This is an optimization exercise on Yosys and OpenROAD, whose aim is small area, a short achievable clock period and few clock cycles, not a production implementation. Function was checked by simulation only, so behaviour that the tests miss may differ from the original.

## P
Design expr_unit, start of the top module:
module expr_unit(
  input clk,
  input rst,
  input start,
  input [31:0] i1,
  input [31:0] i2,
  input [31:0] i3,
  output op_ready,
  output done,
  output [31:0] result
);
localparam K  = 4;                  
localparam NC = (32 + K - 1) / K;   
localparam CW = NC < 2 ? 1 : NC < 4 ? 2 : NC < 8 ? 3 : NC < 16 ? 4 : 5;
localparam DW = 31 + K;             
reg s_idle, s_pre, s_div, done_r;
reg rdy_r;             
reg [CW-1:0] cnt;      
reg [CW-1:0] cnx;      
reg [31:0] qa;         
reg [DW-1:0] ds1;      
reg [31:0] b;          
reg [31:0] res;        
assign op_ready = rdy_r;
assign done = done_r;
assign result = res;
function [31:0] carries;
  input [31:0] g_in, p_in;
  input cin;
  reg [32:0] g, p;
  integer l, i, j;
  begin
    g = {g_in, cin};
    p = {p_in, 1'b0};
    for (l = 0; l < 6; l = l + 1)
      for (i = 32; i >= 0; i = i - 1)
        if ((i >> l) & 1) begin
          j = ((i >> l) << l) - 1;
          g[i] = g[i] | (p[i] & g[j]);
          p[i] = p[i] & p[j];
        end
    carries = g[32:1];
  end
endfunction
function [32:0] add_fast;
  input [31:0] x, y;
  input cin;
  reg [31:0] c;
  begin
    c = carries(x & y, x ^ y, cin);
    add_fast = {c[31], (x ^ y) ^ {c[30:0], cin}};
  end
endfunction
function [31:0] sub_small;
  input [31:0] x, y;
  reg c;
  integer i;
  begin
    c = 1'b1;
    for (i = 0; i < 32; i = i + 1) begin
      sub_small[i] = x[i] ^ ~y[i] ^ c;
      c = (x[i] & ~y[i]) | (x[i] & c) | (~y[i] & c);
    end
  end
endfunction
function [31:0] sub_bk;
  input [31:0] x, y;
  reg [32:0] g, p, pp;
  integer l, i;
  begin
    g = {x & ~y, 1'b1};
    pp = {x ^ ~y, 1'b0};
    p = pp;
    for (l = 0; l < 6; l = l + 1)
      for (i = 0; i < 33; i = i + 1)
        if ((i + 1) % (2 << l) == 0) begin
          g[i] = g[i] | (p[i] & g[i - (1 << l)]);
          p[i] = p[i] & p[i - (1 << l)];
        end
    for (l = 4; l >= 0; l = l - 1)
      for (i = 0; i < 33; i = i + 1)
        if ((i + 1) % (2 << l) == (1 << l) && i > (1 << l)) begin
          g[i] = g[i] | (p[i] & g[i - (1 << l)]);
          p[i] = p[i] & p[i - (1 << l)];
        end
    sub_bk = pp[32:1] ^ g[31:0];
  end
endfunction
function [5:0] width;   
  input [31:0] x;
  integer i;
  begin
    width = 6'd0;
    for (i = 0; i < 32; i = i + 1) if (x[i]) width = i + 1;
  end
endfunction
  ...
export LEC_CHECK = 0
export ABC_AREA = 1
export CAP_MARGIN = 20
export CORE_MARGIN = 2
export CORE_UTILIZATION = 40
export CTS_CLUSTER_DIAMETER = 200
export CTS_CLUSTER_SIZE = 80
export SLEW_MARGIN = 20
create_clock -name core_clock -period 90.0 [get_ports {clk}]
standard.sh (not shown) runs the stock make flow with config.mk's settings and CLKGATE_MAP_FILE= SYNTH_SCRIPT=/design/flow/synth_recipe.tcl, a recipe that flattens the netlist after the stock synthesis.
==> flow/flow/run.sh <==
#!/bin/bash
# The standard layout, except that the port buffers the standard flow's flow inserts are
# sky130_fd_sc_hd__buf_1 instead of the delay buffer buffer_ports picks by
# default. Every port still gets its buffer.
set -euo pipefail
bash standard.sh "BUFFER_PORTS_ARGS=-buffer_cell sky130_fd_sc_hd__buf_1" finish > standard.log 2>&1
Testbench counts of P, summed over its fixed seeds: cycles 2,756.
diff inputs: P => Q
- CTS_CLUSTER_SIZE changed from 80 to 40
- CTS_CLUSTER_DIAMETER changed from 200 to 100
Notes after the runs:
From Q to P, post-synth design cell area did not move at all.
The share of async-settable or async-resettable flops after synthesis of Q and that of P are within noise of each other.
Re multi-input combinational cell area: no difference whatsoever between P and Q.
#### Input delta (R over Q)
- CTS_CLUSTER_DIAMETER removed (was 100)
- CTS_CLUSTER_SIZE removed (was 40)
==> flow/flow/run.sh <==
#!/bin/bash
# The standard layout with two changes to how it is made:
# - the port buffers are sky130_fd_sc_hd__buf_1 instead of the delay buffer
#   buffer_ports picks by default (every port still gets its buffer);
# - timing repair aims for 70.7 ns of setup slack at the design's 90 ns
#   clock, so it also speeds up paths that already meet 90 ns.
set -euo pipefail
bash standard.sh "BUFFER_PORTS_ARGS=-buffer_cell sky130_fd_sc_hd__buf_1" \
  SETUP_SLACK_MARGIN=70.7 finish > standard.log 2>&1
==> run summary <==
- R | stages: all done | timing, DRC, antenna: all pass
- The area growth from synthesis to layout of R and that of Q are within noise of each other.
- Area of the multi-input gates across R and Q: no real change.
- Per the comparison of R with Q, level count of the clock H-tree ~0 delta.

* * *

expr_unit, a different RTL version from the one above (not shown whole).
Size in the first run: roughly 3000 cells after synthesis, ~0.018 mm² of cells after synthesis.
Settings: LEC_CHECK=0, ABC_AREA=1, CAP_MARGIN=20, CORE_MARGIN=2, CORE_UTILIZATION=40, CTS_BUF_LIST=sky130_fd_sc_hd__clkbuf_8 sky130_fd_sc_hd__clkbuf_16, SLEW_MARGIN=20; clock period 90.0 ns.
==> flow/flow/run.sh <==
#!/bin/bash
# The standard layout with two changes to how it is made:
# - the port buffers are sky130_fd_sc_hd__buf_1 instead of the delay buffer
#   buffer_ports picks by default (every port still gets its buffer);
# - timing repair aims for 70.7 ns of setup slack at the design's 90 ns
#   clock, so it also speeds up paths that already meet 90 ns.
set -euo pipefail
bash standard.sh "BUFFER_PORTS_ARGS=-buffer_cell sky130_fd_sc_hd__buf_1" \
  SETUP_SLACK_MARGIN=70.7 finish > standard.log 2>&1
The starting point finished clean.
Testbench counts at the start, summed over its fixed seeds: cycles 2,756.
Edit:
==> flow/flow/run.sh (replaced) <==
#!/bin/bash
# The standard layout, except that the port buffers the standard flow's flow inserts are
# sky130_fd_sc_hd__buf_1 instead of the delay buffer buffer_ports picks by
# default. Every port still gets its buffer.
set -euo pipefail
bash standard.sh "BUFFER_PORTS_ARGS=-buffer_cell sky130_fd_sc_hd__buf_1" finish > standard.log 2>&1
Settings changed: CTS_BUF_LIST sky130_fd_sc_hd__clkbuf_8 sky130_fd_sc_hd__clkbuf_16 to unset.
Result: Via count stays flat. Routed wire length barely changes. Cell count hardly moves.

* * *

expr_unit again, from the RTL that the note above started with.
## expr_unit
module expr_unit(
  input clk,
  input rst,
  input start,
  input [31:0] i1,
  input [31:0] i2,
  input [31:0] i3,
  output op_ready,
  output done,
  output [31:0] result
);
localparam K  = 4;                  
localparam NC = (32 + K - 1) / K;   
localparam CW = NC < 2 ? 1 : NC < 4 ? 2 : NC < 8 ? 3 : NC < 16 ? 4 : 5;
localparam DW = 31 + K;             
reg s_idle, s_pre, s_div, done_r;
reg rdy_r;             
reg [CW-1:0] cnt;      
reg [CW-1:0] cnx;      
reg [31:0] qa;         
reg [DW-1:0] ds1;      
wire [31:0] b = ds1[31:0];    
reg [31:0] res;        
assign op_ready = rdy_r;
assign done = done_r;
assign result = res;
function [31:0] carries;
  input [31:0] g_in, p_in;
  input cin;
  reg [32:0] g, p;
  integer l, i, j;
  begin
    g = {g_in, cin};
    p = {p_in, 1'b0};
    for (l = 0; l < 6; l = l + 1)
      for (i = 32; i >= 0; i = i - 1)
        if ((i >> l) & 1) begin
          j = ((i >> l) << l) - 1;
          g[i] = g[i] | (p[i] & g[j]);
          p[i] = p[i] & p[j];
        end
    carries = g[32:1];
  end
endfunction
function [32:0] add_fast;
  input [31:0] x, y;
  input cin;
  reg [31:0] c;
  begin
    c = carries(x & y, x ^ y, cin);
  ...
Settings: LEC_CHECK=0, ABC_AREA=1, CAP_MARGIN=20, CORE_MARGIN=2, CORE_UTILIZATION=40, SLEW_MARGIN=20; clock period 90.0 ns.
==> flow/flow/run.sh <==
#!/bin/bash
# The standard layout with two changes to how it is made:
# - the port buffers are sky130_fd_sc_hd__buf_1 instead of the delay buffer
#   buffer_ports picks by default (every port still gets its buffer);
# - timing repair aims for 71.2 ns of setup slack at the design's 90 ns
#   clock, so it also speeds up paths that already meet 90 ns.
set -euo pipefail
bash standard.sh "BUFFER_PORTS_ARGS=-buffer_cell sky130_fd_sc_hd__buf_1" \
  SETUP_SLACK_MARGIN=71.2 finish > standard.log 2>&1
The starting point passed the timing, design-rule and antenna checks.
Testbench counts at the start, summed over its fixed seeds: cycles 2,756.
==> next run, changes <==
==> flow/flow/run.sh (replaced) <==
#!/bin/bash
# The standard layout with two changes to how it is made:
# - the port buffers are sky130_fd_sc_hd__buf_1 instead of the delay buffer
#   buffer_ports picks by default (every port still gets its buffer);
# - timing repair aims for 70.7 ns of setup slack at the design's 90 ns
#   clock, so it also speeds up paths that already meet 90 ns.
set -euo pipefail
bash standard.sh "BUFFER_PORTS_ARGS=-buffer_cell sky130_fd_sc_hd__buf_1" \
  SETUP_SLACK_MARGIN=70.7 finish > standard.log 2>&1
Worst hold slack degrades by 0.0066 ns. Synthesized area stays the same. Non-clock buffer count came out lower by 31.

* * *

== job 9026 ==
Another version of the RTL of expr_unit (not shown whole).
For scale: about 3200 cells after synthesis, about 140 flip-flops, roughly 130 I/O pins.
Settings: LEC_CHECK=0, ABC_AREA=1, CAP_MARGIN=50, CORE_MARGIN=2, CORE_UTILIZATION=40, SLEW_MARGIN=80; clock period 90.0 ns.
run.sh (not shown) runs the stock make flow with config.mk's settings and CLKGATE_MAP_FILE= SYNTH_SCRIPT=/design/flow/synth_recipe.tcl, a recipe that flattens the netlist after the stock synthesis.
Stock flow here: none of the scripts above is used.
Testbench counts of job 9026, summed over its fixed seeds: cycles 2,756.
Edits applied to the flow inputs when going from job 9026 to job 1667:
--- a/flow/config.mk
+++ b/flow/config.mk
@@ -7,6 +7,6 @@
 export LEC_CHECK = 0
 export ABC_AREA = 1
-export CAP_MARGIN = 50
+export CAP_MARGIN = 20
 export CORE_MARGIN = 2
 export CORE_UTILIZATION = 40
-export SLEW_MARGIN = 80
+export SLEW_MARGIN = 20
Of the two values seen for top layer used by detailed routing, met4 was produced by job 1667 and met5 by job 9026.
Changes observed in job 1667 relative to job 9026: average routed wire per standard cell level; final layout net count dropped 49.

* * *

wip/lagoon:
The RTL this note starts from:
==> flow/design.v <==
module expr_unit(
  input clk,
  input rst,
  input start,
  input [31:0] i1,
  input [31:0] i2,
  input [31:0] i3,
  output op_ready,
  output done,
  output [31:0] result
);
localparam K  = 4;                  
localparam NC = (32 + K - 1) / K;   
localparam CW = NC < 2 ? 1 : NC < 4 ? 2 : NC < 8 ? 3 : NC < 16 ? 4 : 5;
localparam DW = 31 + K;             
reg s_idle, s_pre, s_div, done_r;
reg rdy_r;             
reg [CW-1:0] cnt;      
reg [CW-1:0] cnx;      
reg [31:0] qa;         
reg [DW-1:0] ds1;      
reg [31:0] b;          
reg [31:0] res;        
assign op_ready = rdy_r;
assign done = done_r;
assign result = res;
function [31:0] carries;
  input [31:0] g_in, p_in;
  input cin;
  reg [32:0] g, p;
  integer l, i, j;
  begin
    g = {g_in, cin};
    p = {p_in, 1'b0};
    for (l = 0; l < 6; l = l + 1)
      for (i = 32; i >= 0; i = i - 1)
        if ((i >> l) & 1) begin
          j = ((i >> l) << l) - 1;
          g[i] = g[i] | (p[i] & g[j]);
          p[i] = p[i] & p[j];
        end
    carries = g[32:1];
  end
endfunction
function [32:0] add_fast;
  input [31:0] x, y;
  input cin;
  reg [31:0] c;
  begin
    c = carries(x & y, x ^ y, cin);
    add_fast = {c[31], (x ^ y) ^ {c[30:0], cin}};
  end
endfunction
function [31:0] sub_small;
  input [31:0] x, y;
  reg c;
  integer i;
  begin
    c = 1'b1;
    for (i = 0; i < 32; i = i + 1) begin
      sub_small[i] = x[i] ^ ~y[i] ^ c;
      c = (x[i] & ~y[i]) | (x[i] & c) | (~y[i] & c);
    end
  end
endfunction
function [31:0] sub_bk;
  input [31:0] x, y;
  reg [32:0] g, p, pp;
  integer l, i;
  begin
    g = {x & ~y, 1'b1};
    pp = {x ^ ~y, 1'b0};
    p = pp;
    for (l = 0; l < 6; l = l + 1)
      for (i = 0; i < 33; i = i + 1)
        if ((i + 1) % (2 << l) == 0) begin
          g[i] = g[i] | (p[i] & g[i - (1 << l)]);
          p[i] = p[i] & p[i - (1 << l)];
        end
    for (l = 4; l >= 0; l = l - 1)
      for (i = 0; i < 33; i = i + 1)
        if ((i + 1) % (2 << l) == (1 << l) && i > (1 << l)) begin
          g[i] = g[i] | (p[i] & g[i - (1 << l)]);
          p[i] = p[i] & p[i - (1 << l)];
        end
    sub_bk = pp[32:1] ^ g[31:0];
  end
endfunction
function [5:0] width;   
  input [31:0] x;
  integer i;
  begin
    width = 6'd0;
    for (i = 0; i < 32; i = i + 1) if (x[i]) width = i + 1;
  end
endfunction
function [CW-1:0] ncyc;
  input [31:0] x, d;
  reg [6:0] n;
  begin
    n = {1'b0, width(x)} - {1'b0, width(d)} + 7'd1;
    if (n[6] || n == 7'd0) ncyc = {CW{1'b0}};
    else ncyc = (n + K - 1) / K;
  end
endfunction
function [DW-1:0] align;
  input [31:0] d;
  input [CW-1:0] c;
  reg [CW-1:0] m;
  reg [DW-1:0] v;
  integer i;
  begin
    m = c - 1'b1;
    v = {{(DW-32){1'b0}}, d} << (K - 1);
    for (i = 0; i < CW; i = i + 1) if (m[i]) v = v << (K << i);
    align = v;
  end
endfunction
function [32+32+DW+K-1:0] steps;   
  input [31:0] r;
  input [DW-1:0] ds;
  reg [K-1:0] qb;
  reg [32:0] df;
  reg [31:0] df0;
  reg ovf;
  integer s;
  begin
    for (s = 0; s < K; s = s + 1) begin
      ovf = |(ds >> 32);
      df = add_fast(r, ~ds[31:0], 1'b1);
      if (s == 0) df0 = df[31:0];
      qb[K-1-s] = ~ovf & df[32];
      if (qb[K-1-s]) r = df[31:0];
      ds = ds >> 1;
    end
    steps = {df0, r, ds, qb};
  end
endfunction
function [31:0] place;
  input [CW-1:0] cnt;
  input [K-1:0] qb;
  integer j;
  begin
    for (j = 0; j < 32; j = j + 1)
      place[j] = (cnt == j / K + 1) & qb[j % K];
  end
endfunction
wire [32+32+DW+K-1:0] st = steps(qa, ds1);
wire [31:0] x1 = st[32+32+DW+K-1:32+DW+K];    
wire [31:0] st_r = st[32+DW+K-1:DW+K];
wire [DW-1:0] st_ds = st[DW+K-1:K];
wire [K-1:0] st_q = st[K-1:0];
wire [31:0] d1n = sub_bk(b, qa & ~res);
wire z1 = (d1n == 32'd0);
wire z2 = (b == 32'd0);
wire [CW-1:0] c1 = z1 ? {CW{1'b0}} : ncyc(x1, d1n);
wire [CW-1:0] c2 = z2 ? {CW{1'b0}} : ncyc(res, b);
wire first1 = c1 != 0;                  
wire go_div = first1 | (c2 != 0);
wire lastc = cnt == 1;                  
wire swap = s_div & lastc & (cnx != 0);
wire last = s_div & lastc & (cnx == 0);
wire al_d1 = s_pre & first1;
wire [DW-1:0] al = align(al_d1 ? d1n : b, al_d1 ? c1 : (s_pre ? c2 : cnx));
wire [31:0] nbc = {~(b[31:1] & res[31:1]), ~(b[0] & res[0]) & ~(z1 & z2)};
wire [32:0] acc = add_fast(s_pre ? qa : res, s_pre ? nbc : place(cnt, st_q),
                           s_pre & ~z1 & ~z2);
always @(posedge clk or posedge rst) begin
  if (rst) begin
    s_idle <= 1'b1;
    rdy_r <= 1'b1;
    s_pre <= 1'b0;
    s_div <= 1'b0;
    done_r <= 1'b0;
  end else begin
    s_idle <= (s_idle & ~start) | (s_pre & ~go_div) | last;
    rdy_r <= (rdy_r & ~start) | (s_pre & ~go_div) | last;
    s_pre <= s_idle & start;
    s_div <= (s_pre & go_div) | (s_div & ~last);
    done_r <= (s_pre & ~go_div) | last;
  end
end
always @(posedge clk) begin
  b <= i2;
  if (s_idle) qa <= i1;
  else if (al_d1) qa <= x1;
  else if (s_pre | swap) qa <= i3;
  else qa <= st_r;
  if (s_idle) ds1 <= {{(DW-32){1'b0}}, i2};
  else if (s_pre | swap) ds1 <= al;
  else ds1 <= st_ds;
  if (s_pre) begin
    cnt <= first1 ? c1 : c2;
    cnx <= first1 ? c2 : {CW{1'b0}};
  end else if (swap) begin
    cnt <= cnx;
    cnx <= {CW{1'b0}};
  end else begin
    cnt <= cnt - 1'b1;
  end
  if (s_idle) res <= i3;
  else res <= acc[31:0];
end
endmodule
export LEC_CHECK = 0
export ABC_AREA = 1
export CAP_MARGIN = 20
export CORE_MARGIN = 2
export CORE_UTILIZATION = 40
export CTS_BUF_LIST = sky130_fd_sc_hd__clkbuf_8
export SLEW_MARGIN = 20
create_clock -name core_clock -period 90.0 [get_ports {clk}]
standard.sh (not shown) runs the stock make flow with config.mk's settings and CLKGATE_MAP_FILE= SYNTH_SCRIPT=/design/flow/synth_recipe.tcl, a recipe that flattens the netlist after the stock synthesis.
==> flow/flow/run.sh <==
#!/bin/bash
# The standard layout, except that the port buffers the standard flow's flow inserts are
# sky130_fd_sc_hd__buf_1 instead of the delay buffer buffer_ports picks by
# default. Every port still gets its buffer.
set -euo pipefail
bash standard.sh "BUFFER_PORTS_ARGS=-buffer_cell sky130_fd_sc_hd__buf_1" finish > standard.log 2>&1
Testbench counts of wip/lagoon, summed over its fixed seeds: cycles 2,756.
### wip/lagoon -> wip/ember
- CTS_BUF_LIST no longer set, was sky130_fd_sc_hd__clkbuf_8
Fmax | wip/ember vs wip/lagoon | wip/ember faster
Delta (wip/ember minus wip/lagoon): final design area excluding fillers rose by 0.94%; overall fraction of global-route tracks in use stayed essentially flat.
Final critical delay including setup and external delays in wip/ember vs wip/lagoon: down 0.091 ns
As far as final sum of negative setup slack goes, wip/lagoon and wip/ember are indistinguishable; the numbers are identical.
Max clock-buffer cell count across wip/ember and wip/lagoon: wip/ember
The inputs of wip/zinc differ from those of wip/ember as listed below.
==> flow/run.sh (new file) <==
#!/bin/bash
# synth_recipe.tcl (not shown) runs the flow's synth.tcl, then flattens the netlist and writes it again
# the make line also repeats each setting of config.mk as NAME=value (left out here)
make -C /OpenROAD-flow-scripts/flow DESIGN_CONFIG=/design/flow/config.mk WORK_HOME=/design/flow/orfs CLKGATE_MAP_FILE= SYNTH_SCRIPT=/design/flow/synth_recipe.tcl finish
removed: flow/flow/run.sh
removed: flow/standard.sh
## What came out
For wip/ember and wip/zinc, there was not a single run that failed to finish clean.
NOTE routed length per placed instance wip/ember->wip/zinc increased slightly
Tightest hold margin improves in wip/zinc relative to wip/ember.
Filler cell count sits lower in wip/zinc than in wip/ember.
In the flow results for wip/ember and wip/zinc, the number of DRC violations after detailed-routing iteration 0 is larger on wip/zinc.
wip/zinc ended with more tightest slew margin relative to the limit than wip/ember.
Delta (wip/zinc minus wip/ember): via count went up, global-route usage did not really move.
From wip/ember to wip/zinc the numbers moved as follows: relative area change from synthesis to final layout went up; wire length went up.

-- afterwards: timing with drivers on the ports --
Ports are ideal in the flow. The routed layouts listed here were re-timed in OpenROAD.
Step 1, drivers: a clkbuf_16 drives clk and a buf_2 each remaining input, both assumed.
Step 2 moves the port delays by t, midway between the first and last clock arrival at a register: inputs arrive t later, outputs are due t later. That takes back most of the time a late clock gives input paths.
a / b / c = no drivers / after step 1 / after step 2; a / b = the first two.
| run | t (ns) | setup slack, ns | slew at the worst register clock pin (ns) |
|---|---|---|---|
| P | 0.558 | 70.752 / 70.698 / 71.047 | 0.08 / 0.08 |
| Q | 0.558 | 70.752 / 70.698 / 71.047 | 0.08 / 0.08 |
| R | 0.560 | 70.816 / 70.763 / 71.068 | 0.08 / 0.08 |
| the first run of note 2 | 0.459 | 70.865 / 70.811 / 70.841 | 0.09 / 0.09 |
| the second run of note 2 | 0.458 | 70.249 / 70.249 / 70.249 | 0.09 / 0.09 |
| the first run of note 3 | 0.460 | 70.954 / 70.899 / 70.870 | 0.09 / 0.09 |
| the second run of note 3 | 0.459 | 70.865 / 70.811 / 70.841 | 0.09 / 0.09 |
| job 9026 | 0.549 | 70.406 / 70.353 / 70.775 | 0.08 / 0.08 |
| job 1667 | 0.542 | 70.413 / 70.360 / 70.653 | 0.08 / 0.08 |
| wip/lagoon | 0.639 | 70.661 / 70.611 / 71.056 | 0.11 / 0.11 |
| wip/ember | 0.558 | 70.752 / 70.698 / 71.047 | 0.08 / 0.08 |
| wip/zinc | 0.540 | 70.362 / 70.311 / 70.755 | 0.07 / 0.07 |
After both steps every run listed still meets setup and hold. The setup slack of the first run of note 3, which loses most, moves by -0.055 ns with the drivers and by -0.084 ns with both steps.
